Background: an optimization exercise with open tools, aiming at small area. Do not read the settings as production practice.
Only simulation tests tie the RTL to the original design; equivalence was not proved.
Power figures rest on the tool's default switching activity, not on a simulated workload.

==> design.v <==
`timescale 1ns / 1ps
module VGA_800x600at60HZ(
    input  clk,
    input  rst,
    output Hsync, Vsync,
    output reg [10:0] HorizontalCounter,
    output reg [9:0]  VerticalCounter
    );
    function ge12(input [11:0] a, input [11:0] b);
        integer i;
        reg g;
        begin
            g = 1'b1;
            for (i = 0; i < 12; i = i + 1)
                g = (a[i] & ~b[i]) | (~(a[i] ^ b[i]) & g);
            ge12 = g;
        end
    endfunction
    function [11:0] inc12(input [11:0] a);
        integer i;
        reg c;
        begin
            c = 1'b1;
            for (i = 0; i < 12; i = i + 1) begin
                inc12[i] = a[i] ^ c;
                c = c & a[i];
            end
        end
    endfunction
    wire [10:0] H = HorizontalCounter;
    wire [9:0] V = VerticalCounter;
    wire h_end = H[10] & H[5];
    wire v_end = V[9] & V[6] & V[5] & V[4] & V[2];
    wire [11:0] h_inc = inc12({1'b0, H});
    wire [11:0] v_inc = inc12({2'b0, V});
    always@(posedge clk)begin
        if(rst)begin
            HorizontalCounter <= 11'd0;
            VerticalCounter <= 10'd0;
        end
        else if(h_end)begin
            HorizontalCounter <= 11'd0;
            if(v_end)
                VerticalCounter <= 10'd0;
            else
                VerticalCounter <= v_inc[9:0];
        end
        else HorizontalCounter <= h_inc[10:0];
    end
    assign Hsync = ~ge12({1'b0, H}, 12'd841) | ge12({1'b0, H}, 12'd968);
    assign Vsync = ~ge12({2'b0, V}, 12'd602) | ge12({2'b0, V}, 12'd605);
endmodule
module image_logic(
    input clk,
    input rst,
    input [10:0] Hindex,
    input [9:0] Vindex,
    input btnU, btnD, btnR, btnL,
    output pixel,
    output [6:0] seg,
    output [3:0] an
    );
    function ge12(input [11:0] a, input [11:0] b);
        integer i;
        reg g;
        begin
            g = 1'b1;
            for (i = 0; i < 12; i = i + 1)
                g = (a[i] & ~b[i]) | (~(a[i] ^ b[i]) & g);
            ge12 = g;
        end
    endfunction
    function [12:0] sub12(input [11:0] a, input [11:0] b);
        integer i;
        reg br;
        begin
            br = 1'b0;
            for (i = 0; i < 12; i = i + 1) begin
                sub12[i] = a[i] ^ b[i] ^ br;
                br = (~a[i] & b[i]) | (~(a[i] ^ b[i]) & br);
            end
            sub12[12] = br;
        end
    endfunction
    function [11:0] add12(input [11:0] a, input [11:0] b, input ci);
        integer i;
        reg c;
        begin
            c = ci;
            for (i = 0; i < 12; i = i + 1) begin
                add12[i] = a[i] ^ b[i] ^ c;
                c = (a[i] & b[i]) | ((a[i] ^ b[i]) & c);
            end
        end
    endfunction
    function [11:0] step12(input [11:0] a, input up);
        integer i;
        reg c;
        begin
            c = 1'b1;
            for (i = 0; i < 12; i = i + 1) begin
                step12[i] = a[i] ^ c;
                c = c & (a[i] ~^ up);
            end
        end
    endfunction
    reg [19:0] tcnt;
    reg [19:0] tcnt_inc;
    integer k;
    reg tc_c;
    always@(*)begin
        tc_c = 1'b1;
        for (k = 0; k < 20; k = k + 1) begin
            tcnt_inc[k] = tcnt[k] ^ tc_c;
            tc_c = tc_c & tcnt[k];
        end
    end
    always@(posedge clk)begin
        if(rst) tcnt <= 20'd512;
        else tcnt <= tcnt_inc;
    end
    wire tick = &tcnt[9:0];
    wire [9:0] counter = tcnt[19:10];
    reg [9:0] lpad, rpad;
    wire [11:0] lpad_step = step12({2'b0, lpad}, ~btnU);
    wire [11:0] rpad_step = step12({2'b0, rpad}, ~btnR);
    wire lpad_move = btnU ? (lpad != 10'd0) : (btnL & ~ge12({2'b0, lpad}, 12'd551));
    wire rpad_move = btnR ? (rpad != 10'd0) : (btnD & ~ge12({2'b0, rpad}, 12'd551));
    always@(posedge clk)begin
        if(rst)begin
            lpad <= 10'd10;
            rpad <= 10'd10;
        end else if(tick)begin
            if(lpad_move) lpad <= lpad_step[9:0];
            if(rpad_move) rpad <= rpad_step[9:0];
        end
    end
    reg [11:0] ball_hi, ball_vi;
    reg dir_r, dir_d, pend;
    reg [3:0] score_left, score_right;
    wire lwin = ge12({1'b0, Hindex}, 12'd10) & ~ge12({1'b0, Hindex}, 12'd21);
    wire rwin = ge12({1'b0, Hindex}, 12'd730) & ~ge12({1'b0, Hindex}, 12'd740);
    wire pwin = lwin | rwin;
    wire psel = pwin ? Hindex[9] : Hindex[0];
    wire [9:0] pv = psel ? rpad : lpad;
    wire [9:0] xv = pwin ? Vindex : ball_vi[9:0];
    wire [12:0] pd = sub12({2'b0, xv}, {2'b0, pv});
    wire pin = ~pd[12] & ~ge12({2'b0, pd[9:0]}, 12'd51);
    reg lrow, rrow;
    always@(posedge clk)begin
        if(~pwin)begin
            if(Hindex[0]) rrow <= pin & (ball_vi[11:10] == 2'b00);
            else          lrow <= pin & (ball_vi[11:10] == 2'b00);
        end
    end
    wire lhit = ~ge12(ball_hi, 12'd21) & lrow;
    wire rhit = ge12(ball_hi, 12'd730) & rrow;
    wire top_hit = ball_vi == 12'd0;
    wire bottom_hit = ge12(ball_vi, 12'd595) & ~ge12(ball_vi, 12'd4091);
    wire left_hit = ball_hi == 12'd0;
    wire right_hit = ball_hi == 12'd800;
    reg [2:0] dx, dy;
    always@(*)begin
        if(lhit)       dx = dir_r ? 3'd2 : 3'd0;
        else if(rhit)  dx = dir_r ? 3'd0 : 3'b110;
        else           dx = dir_r ? 3'd1 : 3'b111;
        if(lhit | rhit)     dy = dir_d ? 3'd1 : 3'b111;
        else if(top_hit)    dy = dir_d ? 3'd2 : 3'd0;
        else if(bottom_hit) dy = dir_d ? 3'd0 : 3'b110;
        else                dy = dir_d ? 3'd1 : 3'b111;
    end
    wire [11:0] bx_next = add12(ball_hi, {{9{dx[2]}}, dx}, 1'b0);
    wire [11:0] by_next = add12(ball_vi, {{9{dy[2]}}, dy}, 1'b0);
    wire bounce = lhit | rhit | top_hit | bottom_hit;
    wire score = ~bounce & (left_hit | right_hit);
    reg [3:0] sl_inc, sr_inc;
    always@(*)begin
        sl_inc = {score_left[3] ^ (&score_left[2:0]), score_left[2] ^ (&score_left[1:0]),
                  score_left[1] ^ score_left[0], ~score_left[0]};
        sr_inc = {score_right[3] ^ (&score_right[2:0]), score_right[2] ^ (&score_right[1:0]),
                  score_right[1] ^ score_right[0], ~score_right[0]};
    end
    always@(posedge clk)begin
        if(rst)begin
            ball_hi <= 12'd400;
            ball_vi <= 12'd300;
            dir_r <= 1'b0;
            dir_d <= 1'b0;
            pend <= 1'b0;
            score_left <= 4'd0;
            score_right <= 4'd0;
        end else if(tick)begin
            if(pend)begin
                ball_hi <= 12'd400;
                ball_vi <= 12'd300;
                pend <= 1'b0;
            end else begin
                ball_hi <= bx_next;
                ball_vi <= by_next;
                if(lhit) dir_r <= 1'b1;
                else if(rhit) dir_r <= 1'b0;
                else if(score) dir_r <= left_hit;
                if(~lhit & ~rhit)begin
                    if(top_hit) dir_d <= 1'b1;
                    else if(bottom_hit) dir_d <= 1'b0;
                end
                pend <= score;
                if(score & left_hit) score_right <= sr_inc;
                if(score & ~left_hit) score_left <= sl_inc;
            end
        end
    end
    reg [3:0] sw;
    reg upd;
    wire cwin = (counter[9:8] == 2'b01);
    always@(posedge clk)begin
        if(rst)begin
            sw <= 4'd0;
            upd <= 1'b0;
        end else if(tick & cwin)begin
            upd <= 1'b1;
            if(counter[1:0] == 2'd0) sw <= score_right;
            if(counter[1:0] == 2'd3) sw <= score_left;
        end
    end
    wire an_mid = cwin & (counter[1:0] != 2'd0);
    assign an = {~(upd & an_mid), 1'b1, ~(upd & ~an_mid), 1'b1};
    reg [6:0] seg_r;
    always@(*)begin
        case(sw)
            4'h0: seg_r = 7'b1000000;
            4'h1: seg_r = 7'b1111001;
            4'h2: seg_r = 7'b0100100;
            4'h3: seg_r = 7'b0110000;
            4'h4: seg_r = 7'b0011001;
            4'h5: seg_r = 7'b0010010;
            4'h6: seg_r = 7'b0000010;
            4'h7: seg_r = 7'b1111000;
            4'h8: seg_r = 7'b0000000;
            4'h9: seg_r = 7'b0010000;
            4'ha: seg_r = 7'b0001000;
            4'hb: seg_r = 7'b0000011;
            4'hc: seg_r = 7'b0100111;
            4'hd: seg_r = 7'b0100001;
            4'he: seg_r = 7'b0000110;
            default: seg_r = 7'b0001110;
        endcase
    end
    assign seg = seg_r;
    wire [12:0] hb = sub12({1'b0, Hindex}, {1'b0, ball_hi[10:0]});
    wire [12:0] vb = sub12({2'b0, Vindex}, {2'b0, ball_vi[9:0]});
    wire ball_h = ~ball_hi[11] & ~hb[12] & (hb[10:3] == 8'd0) & ~(hb[2] & (hb[1] | hb[0]));
    wire ball_v = (ball_vi[11:10] == 2'b00) & ~vb[12] & (vb[9:3] == 7'd0) & ~(vb[2] & (vb[1] | vb[0]));
    assign pixel = (ball_h & ball_v) | (pwin & pin);
endmodule
`timescale 1ns / 1ps
module vga_top(
    input clk,
    input rst,
    input btnU, btnD, btnL, btnR,
    output [3:0] vgaRed, vgaGreen, vgaBlue,
    output Hsync, Vsync,
    output [6:0] seg,
    output [3:0] an
    );
    wire [10:0] Hindex;
    wire [9:0] Vindex;
    wire pixel;
    VGA_800x600at60HZ vga_inst(.clk(clk), .rst(rst), .Hsync(Hsync), .Vsync(Vsync),
        .HorizontalCounter(Hindex), .VerticalCounter(Vindex));
    image_logic image_inst(.clk(clk), .rst(rst), .Hindex(Hindex), .Vindex(Vindex),
        .btnU(btnU), .btnD(btnD), .btnL(btnL), .btnR(btnR),
        .pixel(pixel), .seg(seg), .an(an));
    assign vgaRed = {4{pixel}};
    assign vgaGreen = {4{pixel}};
    assign vgaBlue = {4{pixel}};
endmodule
==> run.sh <==
#!/bin/bash
# synth_recipe.tcl (not shown) runs the flow's synth.tcl, then flattens the netlist and writes it again
# the make line also repeats each setting of config.mk as NAME=value (left out here)
make -C /OpenROAD-flow-scripts/flow DESIGN_CONFIG=/design/flow/config.mk WORK_HOME=/design/flow/orfs CLKGATE_MAP_FILE= SYNTH_SCRIPT=/design/flow/synth_recipe.tcl finish
==> config.mk <==
export PLATFORM = sky130hd
export DESIGN_NAME = vga_top
export DESIGN_NICKNAME = vga_top
export VERILOG_FILES = /design/flow/design.v
export SDC_FILE = /design/flow/constraint.sdc
export NUM_CORES = 4
export LEC_CHECK = 0
export CAP_MARGIN = 20
export CORE_MARGIN = 2
export CORE_UTILIZATION = 40
export SLEW_MARGIN = 20
==> constraint.sdc <==
create_clock -name core_clock -period 25.0 [get_ports {clk}]
set_input_delay 5.0000 -clock core_clock [delete_from_list [all_inputs] [get_ports {clk}]]
set_output_delay 5.0000 -clock core_clock [all_outputs]
set_load 0.01 [all_outputs]
==> run_results.csv <==
group,metric,value,unit
setup_path,r2r-start,"vga_inst.HorizontalCounter[5]",
clock_network,tritoncts,"built",
place,gp_congestion,0.833,
clock_network,clk_latency,0.36,ns
clock_network,clock_path_buffers,2,
clock_network,clk_pin_slew,0.07,ns
clock_network,cts_root_buf,"clkbuf_16",
grt,gr-total-overflow,0,
finish,final_cell_area,8130,um2
finish,nNetsFinal,907,
drt,ant_nets,0,
floorplanning,die_w,141,um
finish,syn_to_final_growth,8.03,%
floorplanning,fp-row-count,50,
place,hpwl,11.4,mm
synthesis,synth.area.top_cells,"dfxtp_1 29%, fa_1 13%, ha_1 9.3%",
sta,period_minus_slack,12.57,ns
floorplanning,die_y,141,um
synthesis,synth_edf_count,2,
synthesis,yosys.area.top_type,"dfxtp_1",
drt,drt_pre_antenna_iters,5,
synthesis,synth_area_per_cell,9.36,um2
setup_path,endpoint_kind,"output pin",
setup_path,cpMostUsedCell,"fa_1",
finish,antenna_cells,0,
power_and_ir_drop,power,0.334,mW
clock_network,ctsHoldBuffers,0,
setup_path,cp.required,20.00,ns
setup_path,worstSetupStartpoint,"vga_inst.HorizontalCounter[5]",
finish,layout-drive-gt1-share,8.10,%
drt,drt_iter0_drc,284,
setup_path,arrival,7.57,ns
sta,tns,0,ns
setup_path,ff2ff_setup_slack,18.47,ns
place,io_buffer_count,28,
sta,setup_viol,0,
setup_path,worstPathMaxFanout,18,
sta,slew_headroom,32.3,%
floorplanning,initial_core_util,40.5,%
sta,max_freq,79.5,MHz
synthesis,yosys.area_share.xor_xnor,2.91,%
synthesis,syn_inst,804,
finish,instances_no_fill,1036,
clock_network,htreeDepth,3,
drt,vias,5590,
power_and_ir_drop,p_leak,3.11,nW
synthesis,ys_types,78,
synthesis,synth_area,7520,um2
setup_path,slowest_stage,"a211oi_4",
synthesis,synth.area.mux_share,4.52,%
synthesis,synth_flop_cell,"dfxtp_1",
setup_path,crit_chain,"inv_1 > nor4_1 > o2111ai_1 > a211oi_4 > mux2_2 > fa_1 > fa_1 > inv_1 > fa_1 > fa_1 > inv_1 > fa_1 > fa_1 > fa_1 > fa_1 > fa_1 > nor4_1 > nand2_1 > a31oi_1 > a22o_1 > clkdlybuf4s50_1",
grt,grt_start_max_net_pins,50,
power_and_ir_drop,vdd_ir_drop_max,29.8,uV
sta,worst_slew_pin_slew,1.01,ns
worst_hold_path,min-delay-start,"image_inst.tcnt[0]",
synthesis,synth_top_area_share,28.7,%
clock_network,cts_buffers,9,
clock_network,cts_resized,0,
drt,drt-total-wl,15.6,mm
synthesis,synth_simple_gate_area_share,18.8,%
drt,drc_errors,0,
clock_network,post-cts-setup-buffers,0,
floorplanning,io_pins,31,
sta,fin_worst_skew,0.0105,ns
synthesis,synth_top_family_by_area,"adder cells",
synthesis,synth_compound_area_share,14.8,%
grt,grt_pass1_vias,5494,
drt,wl_per_cell,15.1,um
drt,viasPerCell,5.40,
place,placed_area,7840,um2
sta,finalCritPeriodShare,50.3,%
run,drv_cap,0,
setup_path,cpPeakStageDelay,0.76,ns
setup_path,worst_setup_path_start_kind,"flip-flop",
floorplanning,coreArea,18600,um2
sta,rsz0062_at_grt,"no",
synthesis,ys_warn_count,2,
clock_network,clock-sinks,110,
grt,antenna_found_initial,0,
setup_path,crit_type,"reg -> out",
sta,hold_viol_final,0,
place,dp_cells,1020,
synthesis,ys_seq_area_share,29.5,%
power_and_ir_drop,power_density,41.1,nW/um2
run_status,outcome,"timing/DRC/antenna clean",
grt,grt_first_pass_wirelength,27.0,mm
synthesis,ys_seq_elements,110,
sta,slew_viol_final,0,
grt,grtUsageTotal,16.5,%
floorplanning,die_area,19900,um2
synthesis,synth_fa_ha_area_share,22.1,%
setup_path,crit_family,"adder cells",
setup_path,path_buf_inv,4,
worst_hold_path,hp-class,"reg -> reg",
synthesis,synthArstFlopShare,0,%
-- flip-flops by register name, summed over array words and instances, names as in the netlist --
register,flops
image_inst.ball_hi,12
image_inst.ball_vi,12
image_inst.dir_d,1
image_inst.dir_r,1
image_inst.lpad,10
image_inst.lrow,1
image_inst.pend,1
image_inst.rpad,10
image_inst.rrow,1
image_inst.score_left,4
image_inst.score_right,4
image_inst.sw,4
image_inst.tcnt,20
image_inst.upd,1
seg,7
vga_inst.HorizontalCounter,11
vga_inst.VerticalCounter,10
-- per-stage QoR --
stage | worst slack (ns) | utilization (%) | hold slack (ns)
finish | 12.43 | 43.7 | 0.441
floorplan | 14.07 | - | 0.402
detailed placement | 12.83 | 42.2 | 0.422
global placement | 13.02 | 42.2 | 0.419
global route | 11.86 | 43.7 | 0.466
CTS | 12.43 | 43.7 | 0.440
-- layer usage --
metal  up-vias  share of wire (%)  track usage (%)
met2       105                 45             26.2
met5         -                  0                0
li1       2767                  -                -
met1      2696                 49             22.8
met3        22                4.3             3.36
met4         0                1.7             4.95
-- where the power goes --
group / internal [mW] / total [mW] / switching, mW
Combinational: 0.00428 / 0.0131 / 0.00882
Sequential: 0.177 / 0.178 / 0.00131
Clock: 0.0704 / 0.143 / 0.0728
-- final timing paths --
kind / to / cells after the start
max reg2reg: image_inst.lrow / 20
min reg2reg: image_inst.tcnt[0] / 1
min: image_inst.tcnt[0] / 1
max: vgaRed[3] / 21
-- cell usage after synthesis, types with 5 or more instances --
cell        n
nand3_1    18
nor2_1     60
and2_1     14
or3_1       7
a21oi_1    48
a31oi_1     6
or2_2       5
inv_1      67
a211oi_1   14
nor2b_1    27
nor3_1     27
xnor2_1    23
fa_1       48
nand2b_1    6
nand3b_1   11
nor4_1      8
buf_4      16
nand2_1    45
o21ai_0    23
clkbuf_1   21
ha_1       56
dfxtp_1   108
mux2_2     12
mux2i_1    16
a41o_1      5
a22o_1     10
nand4_1     8
buf_2       8
nor3b_1     6
-- cells by family after synthesis --
logic type               Yosys count
AO/OA/AOI/OAI                    151
flip-flops                       110
adder cells (fa/ha/maj)          104
AND/OR/NAND/NOR                  262
other                              1
XOR/XNOR                          25
buffers and inverters            120
multiplexers                      31
-- worst reg2reg max path: cells and delay by family (launching register included) --
kind	cells	cell delay, ns
adders and majority gates	9	3.19
AOI/OAI and AO/OA	3	1.24
DFF	1	0.52
buffers and inverters	3	0.26
and+or+nand+nor	4	0.74
muxes	1	0.44
-- layout by cell type (no fill, tap or decap), drive strengths merged, types with 9 or more instances in the layout --
| cell | n |
|---|---|
| dfxtp | 108 |
| a22o | 10 |
| a21oi | 49 |
| ha | 56 |
| nor2 | 60 |
| a2111oi | 9 |
| nor3 | 28 |
| nand3b | 11 |
| nand3 | 19 |
| nand2 | 45 |
| mux2i | 16 |
| fa | 48 |
| or3 | 9 |
| a211oi | 16 |
| xnor2 | 23 |
| clkbuf | 9 |
| inv | 74 |
| nor4 | 10 |
| and2 | 15 |
| nor2b | 27 |
| mux2 | 14 |
| nand4 | 9 |
| clkdlybuf4s50 | 27 |
| o21ai | 27 |
-- area by class of cell --
cell class              instances  area, um2
repair buffers                 32        305
flip-flops and latches        110       2220
inverters                      69        259
well taps                     234        293
clock buffers                   9        225
clock inverters                 7       65.1
fillers                      1825      10500
multi-input cells             575       4760

## re-timing with driven ports
How much do the figures lean on ideal ports? The routed layout below was timed once more, with nothing changed but the port constraints.
Step 1 sets driving cells, clkbuf_16 on the clock port and buf_2 on the other inputs (assumed; they add their load-dependent delay and slew).
Step 2 moves the port delays by t, midway between the first and last clock arrival at a register: inputs arrive t later, outputs are due t later. That takes back most of the time a late clock gives input paths.
Slacks: no drivers / after step 1 / after step 2; pairs: no drivers / after step 1.
t (ns): 0.397
setup WS [ns]: 12.426 / 12.385 / 12.781
worst setup path after step 2: register to output
clock arrival spread, ns: 0.012 / 0.013
worst slew at a driven data input, ns: 0.03
After both steps this run still meets setup and hold. The setup slack of this run moves by -0.041 ns with the drivers and by +0.355 ns with both steps.
